From an optimization exercise on the open Yosys and OpenROAD flow, aimed at small area and a short achievable clock period; shortcuts taken in it are not production practice. In this exercise RTL edits were held to simulation tests only and were not proved equivalent to the original. Power is estimated from default activity; no workload was simulated.

Design cpu, start of the top module:
module cpu (
    input  wire        clk,
    input  wire        reset,
    output wire [7:0]  mem_addr,
    output wire [31:0] mem_wdata,
    output wire        mem_we,
    input  wire [31:0] mem_rdata
);
Size in the first run: roughly 1,500 flip-flops, ~75 I/O pins, ~60,000 sq um of cells after synthesis.
Settings: LEC_CHECK=0, CAP_MARGIN=20, CORE_MARGIN=2, CORE_UTILIZATION=55, CTS_BUF_LIST=sky130_fd_sc_hd__clkbuf_16, CTS_CLUSTER_DIAMETER=80, CTS_CLUSTER_SIZE=16, SETUP_SLACK_MARGIN=4.2, SLEW_MARGIN=20; clock period 8.0 ns.
standard.sh (not shown) runs the stock make flow with config.mk's settings and CLKGATE_MAP_FILE= SYNTH_SCRIPT=/design/flow/synth_recipe.tcl, a recipe that flattens the netlist after the stock synthesis.
==> flow/flow/run.sh <==
#!/bin/bash
# Own flow: the standard layout (standard synthesis, floorplan, power grid,
# placement, CTS, routing), with two changes to how cells are chosen:
#  - timing repair may resize cells to other footprints (MATCH_CELL_FOOTPRINT=0),
#  - ports are buffered with sky130_fd_sc_hd__buf_4 instead of a delay cell.
# make's full output goes to standard_make.log; ORFS keeps each step's log
# under orfs/logs/.
set -euo pipefail
bash standard.sh MATCH_CELL_FOOTPRINT=0 \
    'BUFFER_PORTS_ARGS=-buffer_cell sky130_fd_sc_hd__buf_4' \
    finish > standard_make.log 2>&1
Then changed:
--- a/flow/design.v
+++ b/flow/design.v
@@ -56,28 +56,35 @@
                   (last == S_ADDI) || (last == S_ADDIU) || (last == S_SLT) || (last == S_SLTI) ||
                   (last == S_JAL);
     wire l_b    = (last == S_SLL) || (last == S_SLLV) || (last == S_SRA) || (last == S_SRAV) ||
                   (last == S_SRL) || (last == S_SLLM) || (last == S_LW);
     wire l_store = (last == S_SB) || (last == S_SH) || (last == S_SW);
     wire l_exc  = (last == S_OVF) || (last == S_404) || (last == S_DIV0);
     wire l_maddr = (last == S_ADDM) || (last == S_SLLM) || (last == S_LB) || (last == S_LH) ||
                    (last == S_LW) || (last == S_SB) || (last == S_SH) || (last == S_SW);
     wire l_write = l_rd || l_rt || (last == S_JAL) || (last == S_RESET);
     reg  [5:0] st_n;
     reg  [3:0] cnt_n;
     reg  [5:0] dec_st;
+    wire [5:0] d_op = mem_rdata[31:26];
+    wire [5:0] d_fn = mem_rdata[5:0];
+    reg  [5:0] dec_q;
+    always @(posedge clk) begin
+        if (d0)
+            dec_q <= dec_st;
+    end
     always @(*) begin
-        case (OPCODE)
+        case (d_op)
             6'b000000:
-                case (FUNCT)
+                case (d_fn)
                     6'b100000: dec_st = S_ADD;
                     6'b100100: dec_st = S_AND;
                     6'b011010: dec_st = S_DIV;
                     6'b011000: dec_st = S_MULT;
                     6'b001000: dec_st = S_JR;
                     6'b010000: dec_st = S_MFHI;
                     6'b010010: dec_st = S_MFLO;
                     6'b000000: dec_st = S_SLL;
                     6'b000100: dec_st = S_SLLV;
                     6'b101010: dec_st = S_SLT;
                     6'b000011: dec_st = S_SRA;
                     6'b000111: dec_st = S_SRAV;
@@ -106,25 +113,25 @@
             6'b000010: dec_st = S_J;
             6'b000011: dec_st = S_JAL;
             default:   dec_st = S_404;
         endcase
     end
     always @(*) begin
         st_n  = st;
         cnt_n = cnt + 4'd1;
         case (st)
             S_FETCH:
                 if (cnt == 4'd3) begin st_n = S_DECODE; cnt_n = 4'd0; end
             S_DECODE:
-                if (c1) begin st_n = dec_st; cnt_n = 4'd0; end
+                if (c1) begin st_n = dec_q; cnt_n = 4'd0; end
             S_OVF, S_404, S_DIV0:
                 if (c4) begin st_n = S_FETCH; cnt_n = 4'd0; end
             S_ADD, S_SUB, S_ADDI, S_SW:
                 if (c1) begin st_n = S_FETCH; cnt_n = 4'd0; end
             S_AND, S_SLT, S_SLTI, S_ADDIU, S_JAL:
                 if (c1) begin st_n = S_FETCH; cnt_n = 4'd0; end
             S_DIV: begin
                 cnt_n = 4'd1;
                 if (DivZero)      begin st_n = S_DIV0;  cnt_n = 4'd0; end
                 else if (DivStop) begin st_n = S_FETCH; cnt_n = 4'd0; end
             end
             S_MULT: begin
Effect: Global-route usage came out lower by 1.5 points. Count of clock-buffer cells in the layout falls by 3. Flip-flop and latch count is lower by 5. Wire length came out lower by a few percent. Sequential power increases slightly. Die area goes down slightly. Cell area is about the same. Worst setup slack got worse by 0.14 ns. Maximum frequency is lower by a few percent. Register-to-register slack loses 0.14 ns. Via count came out lower by a few percent. Final cell count fell slightly. Clock skew increases by 0.029 ns.

-- afterwards: timing with drivers on the ports --
The flow's constraints put no driver on any port. The routed layouts listed below were extracted and timed again, unchanged, in two steps.
Step 1 sets driving cells, clkbuf_16 on the clock port and buf_2 on the other inputs (assumed; they add their load-dependent delay and slew).
Step 2, shift: input delay + t, output delay - t, t = (earliest + latest rising clock arrival at the registers) / 2. This alone moves slack from input paths to output paths.
Slacks: ideal ports / drivers / drivers and shift; pairs: ideal ports / drivers.
run | shift t [ns] | slack for setup (ns) | hold WS [ns] | worst setup path after step 2 | worst register clock-pin slew, ns
the first run | 0.812 | 4.086 / 3.842 / 3.662 | 0.326 / 0.326 / 0.326 | input to register | 0.09 / 0.09
the second run | 0.817 | 3.948 / 3.907 / 3.544 | 0.304 / 0.304 / 0.304 | input to register | 0.08 / 0.08
After both steps setup and hold are still met in every run listed. For the first run, which loses most, drivers alone change the setup slack by -0.244 ns; drivers and shift together by -0.424 ns.
